Source: an optimization exercise on an open RTL-to-GDS flow (aim: small area). Production flows keep margins and buffers that such runs may drop. Only simulation tests tie the RTL to the original design; equivalence was not proved. No activity file was given, so power comes from the tool's default toggle rates.

==> flow/design.v <==
module countdown_timer #(parameter CLK_FREQ = 50_000_000) (
    input           clk,
    input           rst_n,   
    input           PB0_flag,
    input           PB1_flag,
    output logic    PB0_read,    
    output logic    PB1_read,    
    output  [7:0]   tmr_out_sec,
    output  [7:0]   tmr_out_min,
    output logic    finish_flag
);
enum logic [3:0] {
    IDLE,
    INCREMENT,
    ACTIVE,
    DECREMENT,
    FINISH
} current_state, next_state;
logic [7:0] tmr_sec;
logic [7:0] tmr_min;
logic [31:0] counter;
logic decrement_flag;
always_ff @( posedge clk or negedge rst_n ) begin
    if (!rst_n) begin
        current_state <= IDLE;   
    end else begin
        current_state <= next_state;
    end
end
always_comb begin : next_state_logic
    PB0_read = 0;  
    PB1_read = 0;
    next_state = current_state;
    unique case (current_state)
        IDLE : begin
            if (PB0_flag) begin  
                next_state = INCREMENT;
                PB0_read = 1;
            end else if (PB1_flag) begin     
                next_state = ACTIVE;
                PB1_read = 1;
            end else begin   
                next_state = IDLE;
            end
        end
        INCREMENT : next_state = IDLE;   
        ACTIVE : begin
            if (PB1_flag) begin
                next_state = IDLE;
                PB1_read = 1;
            end else if (tmr_out_min == 0 && tmr_out_sec == 0) begin
                next_state = FINISH;
            end else if (decrement_flag) begin
                next_state = DECREMENT;
            end else begin
                next_state = ACTIVE;
            end
        end
        DECREMENT : next_state = ACTIVE;
        FINISH : begin
            if (PB0_flag) begin
                next_state = INCREMENT;
                PB0_read = 1;
            end else if (PB1_flag) begin
                next_state = IDLE;
                PB1_read = 1;
            end else begin
                next_state = FINISH;
            end
        end
    endcase
end : next_state_logic
always_ff @( posedge clk or negedge rst_n ) begin : timer_logic
    if (!rst_n) begin
        finish_flag <= 0;
        counter <= 0;
        decrement_flag <= 0;
        tmr_sec <= 0;
        tmr_min <= 0;
    end else
    unique case (current_state)
        IDLE : begin
            finish_flag <= 0;
            counter <= 0;
        end
        INCREMENT : begin
            finish_flag <= 0;
            if(tmr_min == 99) begin
                tmr_min <= 0;
            end else begin
                tmr_min <= tmr_min + 1;
            end
        end
        ACTIVE : begin
            if(counter == (CLK_FREQ-2)) begin   
                decrement_flag <= 1;
                counter <= 1;    
            end else begin
                counter <= counter + 1;
            end
        end
        DECREMENT : begin
            if(tmr_sec == 0) begin   
                tmr_sec <= 59;
                tmr_min <= tmr_min - 1;
            end else begin
                tmr_sec <= tmr_sec - 1;
            end
            decrement_flag <= 0;
        end
        FINISH : begin
            finish_flag <= 1;
        end
    endcase
end : timer_logic
assign tmr_out_min = tmr_min;
assign tmr_out_sec = tmr_sec;
endmodule
module LED_blinker #(parameter MAX_COUNT_1Hz = 25_000_000) (
	input 	clk,
	input 	enable,
	input	rst_n,
	output	led
);
logic [31:0] count;
logic toggle;
always_ff @( posedge clk or negedge rst_n ) begin		
	if(!rst_n) begin
		toggle <= 0;
		count <= 0;
	end else if(count == MAX_COUNT_1Hz-1) begin
		toggle <= !toggle;
		count <= 0;
	end else begin
		count <= count + 1;
	end
end
assign led = toggle & enable;
endmodule
module bin_to_bcd #(
	parameter BIN_WIDTH = 8,
	parameter DEC_DEGITS = 3
)(                                         
	input	[BIN_WIDTH-1:0] 		bin,
	output	[(DEC_DEGITS*4)-1:0]	out
);
logic [(DEC_DEGITS*4)-1:0] bcd;
logic [3:0] bin_index;
logic [2:0] dec_index;
logic [3:0] dec_val;
always_comb begin
	bcd = 0;
	for(bin_index = 0; bin_index < BIN_WIDTH; bin_index = bin_index + 1) begin
		bcd = {bcd[0+:((DEC_DEGITS*4)-1)], bin[BIN_WIDTH-bin_index-1+:1]};
		if(bin_index < BIN_WIDTH-1) begin
			for(dec_index = 0; dec_index < DEC_DEGITS; dec_index = dec_index + 1) begin
				dec_val = bcd[(dec_index*4)+:4];
				if(dec_val > 4) begin
					bcd[(dec_index*4)+:4] = dec_val + 3;
				end
			end
		end
	end
end
assign out = bcd;
endmodule
module PB_state (
	input clk,
	input rst_n,
	input PB0,
	input PB1,
	input PB0_read,
	input PB1_read,
	output logic PB0_flag,
	output logic PB1_flag
);
logic PB0_old, PB1_old;
always_ff @( posedge clk or negedge rst_n ) begin
	if (!rst_n) begin
		PB0_old <= 0;
		PB1_old <= 0;
		PB0_flag <= 0;
		PB1_flag <= 0;
	end else begin
		PB0_old <= PB0;
		PB1_old <= PB1;
		if(PB0_old == 1 && PB0 == 0) begin
			PB0_flag <= 1;
		end else if (PB0_read == 1) begin
			PB0_flag <= 0;
		end
		if(PB1_old == 1 && PB1 == 0) begin
			PB1_flag <= 1;
		end else if (PB1_read == 1) begin
			PB1_flag <= 0;
		end
	end
end
endmodule
module sev_seg_decoder (
	input		 	dp,
	input 	[3:0]	bcd,
	output	[7:0]	sev_seg
);
logic [6:0] val;
always_comb begin
	case(bcd)
		4'b0000 : val = 7'b1000000;
		4'b0001 : val = 7'b1111001;
		4'b0010 : val = 7'b0100100;			 
		4'b0011 : val = 7'b0110000;			 
		4'b0100 : val = 7'b0011001;			 
		4'b0101 : val = 7'b0010010;			 
		4'b0110 : val = 7'b0000010;			 
		4'b0111 : val = 7'b1111000;			 
		4'b1000 : val = 7'b0000000;			 
		4'b1001 : val = 7'b0010000;			 
		4'b1010 : val = 7'b0001000;			 
		4'b1011 : val = 7'b0000000;			 
		4'b1100 : val = 7'b1000110;			
		4'b1101 : val = 7'b1000000;
		4'b1110 : val = 7'b0000110;
		4'b1111 : val = 7'b0001110;
	endcase
end
assign sev_seg = {~dp, val};
endmodule
module top #(parameter CLK_FREQ = 10_000) (
	input 			MAX10_CLK1_50,
	input			SW0,	 
	input	[1:0]	KEY,
	output 	[7:0]	HEX0,
	output 	[7:0]	HEX1,
	output 	[7:0]	HEX2,
	output 	[7:0]	HEX3,
	output	[9:0]	LEDR
);
wire
	PB0_read,	 
	PB1_read,	 
	finish_flag, 
	led,		 
	PB0_flag,	 
	PB1_flag;	 
wire [7:0] tmr_out_min;
wire [7:0] tmr_out_sec;
wire [11:0] tmr_out_min_bcd;
wire [11:0] tmr_out_sec_bcd;
wire rst_n = ~SW0;	 
countdown_timer #(.CLK_FREQ(CLK_FREQ)) timer(
	.*,
	.clk(MAX10_CLK1_50)
);
bin_to_bcd bcd_encoder_sec(
	.bin(tmr_out_sec),
	.out(tmr_out_sec_bcd)
);
bin_to_bcd bcd_encoder_min(
	.bin(tmr_out_min),
	.out(tmr_out_min_bcd)
);
LED_blinker #(.MAX_COUNT_1Hz(CLK_FREQ/2)) blinker(
	.*,
	.clk(MAX10_CLK1_50),
	.enable(finish_flag)
);
sev_seg_decoder sec_0(
	.bcd(tmr_out_sec_bcd[3:0]),
	.sev_seg(HEX0),
	.dp(1'b0)
);
sev_seg_decoder sec_1(
	.bcd(tmr_out_sec_bcd[7:4]),
	.sev_seg(HEX1),
	.dp(1'b0)
);
sev_seg_decoder min_0(
	.bcd(tmr_out_min_bcd[3:0]),
	.sev_seg(HEX2),
	.dp(1'b1)
);
sev_seg_decoder min_1(
	.bcd(tmr_out_min_bcd[7:4]),
	.sev_seg(HEX3),
	.dp(1'b0)
);
PB_state read_PBs(
	.*,
	.clk(MAX10_CLK1_50),
	.PB0(KEY[0]),
	.PB1(KEY[1])
);
assign LEDR = {10{led}};
endmodule
==> flow/run.sh <==
#!/bin/bash
# synth_recipe.tcl (not shown) runs the flow's synth.tcl, then flattens the netlist and writes it again
# the make line also repeats each setting of config.mk as NAME=value (left out here)
make -C /OpenROAD-flow-scripts/flow DESIGN_CONFIG=/design/flow/config.mk WORK_HOME=/design/flow/orfs CLKGATE_MAP_FILE= SYNTH_SCRIPT=/design/flow/synth_recipe.tcl finish
==> flow/config.mk <==
export PLATFORM = sky130hd
export DESIGN_NAME = top
export DESIGN_NICKNAME = top
export VERILOG_FILES = /design/flow/design.v
export SDC_FILE = /design/flow/constraint.sdc
export NUM_CORES = 4
export LEC_CHECK = 0
export CAP_MARGIN = 20
export CORE_MARGIN = 2
export CORE_UTILIZATION = 40
export SLEW_MARGIN = 20
==> flow/constraint.sdc <==
create_clock -name core_clock -period 10.0 [get_ports {MAX10_CLK1_50}]
set_input_delay 2.0000 -clock core_clock [delete_from_list [all_inputs] [get_ports {MAX10_CLK1_50}]]
set_output_delay 2.0000 -clock core_clock [all_outputs]
set_load 0.01 [all_outputs]
==> flow_summary_export.csv <==
group,metric,value,unit
clocking,clk-insertion-delay-late,350,ps
routing,post_drt_via_cell_ratio,5.69,
synthesis,syn_area,7650,µm²
synthesis,ys_seq_area_share,29.5,%
synthesis,synth_area_leader_cell,"dfrtp_1",
worst_setup_path,worstPathMaxFanout,12,
routing,ant_nets,0,
synthesis,synth_top_area_share,29.5,%
outcome,outcome,"finished clean",
worst_setup_path,r2r-end,"timer.tmr_min[5]",
timing,finalSetupViolCount,0,
synthesis,yosys-top-cells-area,"dfrtp_1 29%, o21ai_0 5.8%, ha_1 5.2%, nand2_1 5.1%, xnor2_1 3.6%",
place,hpwl,11.4,mm
worst_hold_path,holdCritPathClass,"reg -> reg",
timing,max_freq,115,MHz
clocking,postCtsSetupBuffers,0,
place,place_congestion,0.788,
timing,fin_crit,8680,ps
clocking,root_buffer,"clkbuf_16",
worst_setup_path,crit_type,"reg -> out",
worst_setup_path,startpoint,"timer.tmr_sec[5]",
finish,fin_nets,973,
floorplan,core_area,18700,µm²
synthesis,yosysWarnings,5,
clocking,cts_resized,0,
worst_setup_path,crit_required,8000,ps
finish,final_area,8340,µm²
place,io_buffers,41,
timing,relSlewSlack,29.3,%
synthesis,synthDistinctLibCells,101,
timing,finClkSkew,9.77,ps
floorplan,die_w,142,µm
synthesis,synthCells,944,
timing,rsz0062_at_grt,"false",
routing,vias,6696,
pwr,totalPowerFinal,0.00331,W
floorplan,initial_core_util,40.9,%
synthesis,ys_ff_latch,90,
floorplan,num_io_pins,46,
floorplan,rows,50,
finish,diodes,0,
clocking,hold_buffers,0,
synthesis,synth_edf_count,0,
pwr,p_leak,3.37,nW
pwr,power.density,397,nW/µm²
place,place_area,8050,µm²
finish,area_growth_syn_to_layout,9.00,%
timing,layout_worst_path_cycle_share,86.8,%
routing,drc,0,
worst_setup_path,cp-endpoint,"HEX1[6]",
routing,routedWlPerCell,14.1,µm
timing,hold_slack,465,ps
worst_setup_path,rr_worst_depth,7,
timing,slew_violations,0,
synthesis,async_reset_ff_share,100,%
finish,fill_cells,1856,
worst_setup_path,startpoint_type,"register",
clocking,cts_sinks,90,
run,max-cap-violations,0,
global_routing,grt_overflow_total,0,
routing,totalWireLength,16.6,mm
clocking,htreeDepth,3,
synthesis,syn_area_per_cell,8.10,µm²
clocking,clk_pin_slew,60,ps
global_routing,grt.total_usage,16.6,%
worst_setup_path,ff2ff_setup_slack,7050,ps
finish,drive_above_1_share,7.96,%
floorplan,die-height,142,µm
global_routing,grt_pass1_vias,5981,
floorplan,dieArea,20200,µm²
global_routing,antenna_found_initial,0,
timing,worst_slew_pin_slew,1060,ps
clocking,cts_tree,"yes",
worst_setup_path,end_kind,"output pin",
worst_setup_path,reg2reg_from,"timer.tmr_sec[1]",
timing,hold_viol,0,
clocking,cts-buffers-inserted,9,
clocking,cts_max_path_buffers,2,
global_routing,grt_pass1_wl,28.5,mm
routing,first_pass_iters,4,
pwr,ir_drop,286,µV
synthesis,synth_flop_cell,"dfrtp_1",
timing,fin_tns_setup,0,ps
routing,drt-initial-drc-count,514,
global_routing,grt_max_degree,75,
worst_setup_path,crit_arrival,6680,ps
synth_stat cells, types with 5 or more instances:
| cell type | instances |
|---|---|
| or3_1 | 6 |
| clkbuf_1 | 31 |
| o21a_1 | 5 |
| o22ai_1 | 6 |
| o31ai_1 | 13 |
| dfrtp_1 | 90 |
| nor4_1 | 13 |
| nand2b_1 | 8 |
| ha_1 | 32 |
| a21o_1 | 6 |
| xnor2_1 | 31 |
| inv_1 | 34 |
| and4_1 | 5 |
| nor3_1 | 22 |
| and2_1 | 8 |
| nand2_1 | 104 |
| or2_2 | 5 |
| a311oi_1 | 6 |
| a31oi_1 | 15 |
| buf_2 | 14 |
| xor2_1 | 16 |
| nor2b_1 | 8 |
| a211oi_1 | 11 |
| o21ai_0 | 89 |
| nand3_1 | 41 |
| and3_1 | 24 |
| o211ai_1 | 12 |
| nor2_1 | 64 |
| nand4_1 | 14 |
| mux2i_1 | 5 |
| mux2_2 | 5 |
| a21oi_1 | 53 |
| buf_4 | 15 |
| nor4b_1 | 6 |
worst max-delay path, stage by stage (launching register included):
cell and delay (ps):
dfrtp_1 590, inv_1 140, ha_1 280, inv_1 70
ha_1 440, nor2_2 130, nor2_4 250, mux2i_1 840
o31ai_2 220, nand2_1 110, nand2_1 100, ha_1 200
xnor3_1 460, ha_1 280, o31ai_4 480, xnor2_2 210
inv_1 120, ha_1 210, nand2b_1 70, a2111oi_0 430
a311oi_1 100, nand2_1 90, clkdlybuf4s50_1 520
placed cells by master (no fill, tap or decap), types with 15 or more instances in the layout:
| cell type | instances |
|---|---|
| xor2_1 | 16 |
| a21oi_1 | 53 |
| nand3_1 | 41 |
| a31oi_1 | 15 |
| xnor2_1 | 31 |
| dfrtp_1 | 90 |
| nor3_1 | 22 |
| clkdlybuf4s50_1 | 41 |
| ha_1 | 32 |
| inv_1 | 33 |
| o21ai_0 | 88 |
| and3_1 | 24 |
| nor2_1 | 64 |
| nand2_1 | 104 |
layer usage:
metal  part of all wire [%]  GRT usage [%]
met1                     51           23.8
met2                     46           26.6
met3                    2.9           3.20
met4                   0.55           2.37
met5                      0              0
metrics by stage:
| stage | utilization (%) | std cells | setup slack [ps] |
|---|---|---|---|
| floorplan | - | 946 | 3390 |
| global placement | 43.1 | 1160 | 1880 |
| detailed placement | 43.1 | 1160 | 1720 |
| CTS | 44.6 | 1176 | 1340 |
| global route | 44.6 | 1176 | 818 |
| finish | 44.6 | 1176 | 1320 |
final cells by class:
cell class | instances | area [µm²] | share of cell area (%)
clock inverters | 4 | 26.3 | 0.315
clock buffers | 12 | 256 | 3.08
flip-flops and latches | 90 | 2250 | 27.0
repair buffers | 46 | 448 | 5.37
multi-input cells | 751 | 4910 | 58.9
inverters | 39 | 148 | 1.77
well taps | 234 | 293 | 3.51
where the power goes:
part | total (W) | switching (W) | internal, W
combinational | 0.00246 | 0.00135 | 0.00111
clock | 0.000321 | 0.000140 | 0.000182
sequential | 0.000526 | 0.000124 | 0.000402
total | 0.00331 | 0.00161 | 0.00169
worst min path at each step:
| stage | start | endpoint | slack [ps] | depth (start not counted) |
|---|---|---|---|---|
| global placement | blinker.toggle | blinker.toggle | 450 | 1 |
| CTS | blinker.toggle | blinker.toggle | 460 | 1 |
| detailed placement | blinker.toggle | blinker.toggle | 450 | 1 |
| finish | blinker.toggle | blinker.toggle | 470 | 1 |
| floorplan | blinker.toggle | blinker.toggle | 430 | 1 |
| global route | timer.counter[10] | timer.counter[10] | 490 | 1 |
registers in the layout, summed over array words and instances (netlist names):
register / cells
blinker.count: 32
blinker.toggle: 1
read_PBs.PB0_flag: 1
read_PBs.PB0_old: 1
read_PBs.PB1_flag: 1
read_PBs.PB1_old: 1
timer.counter: 32
timer.current_state: 3
timer.decrement_flag: 1
timer.finish_flag: 1
timer.tmr_min: 8
timer.tmr_sec: 8
logic make-up (layout without fill, tap and decap cells):
group,after synthesis,count (layout),synth area share (%)
fa+ha+maj,32,32,5.24
compound gates,284,284,25.1
other cells,2,4,0.0982
simple gates,367,367,25.2
xor+xnor,52,52,6.68
flops,90,90,29.5
mux,12,12,1.78
buf+inv,105,101,6.41

==> static timing again, ports no longer ideal <==
Ports are ideal in the flow. The routed layout listed here was re-timed in OpenROAD. Step 1 (the two cells are an assumption about what drives the block):
set clk [get_ports {MAX10_CLK1_50}]
set_driving_cell -lib_cell sky130_fd_sc_hd__clkbuf_16 $clk
set_driving_cell -lib_cell sky130_fd_sc_hd__buf_2 [delete_from_list [all_inputs] $clk]
Step 2 times the ports against the registers' clock, not the clock port: input delays grow and output delays shrink by t, the midpoint of the rising clock arrivals with the driver on. Slacks: ideal / step 1 / step 2; pairs: ideal / step 1.
shift t [ns]: 0.379
slack for setup (ns): 1.317 / 1.279 / 1.658
latest minus earliest clock arrival (ns): 0.010 / 0.010
After both steps setup and hold are still met in this run. For this run, drivers alone change the setup slack by -0.038 ns; drivers and shift together by +0.341 ns.
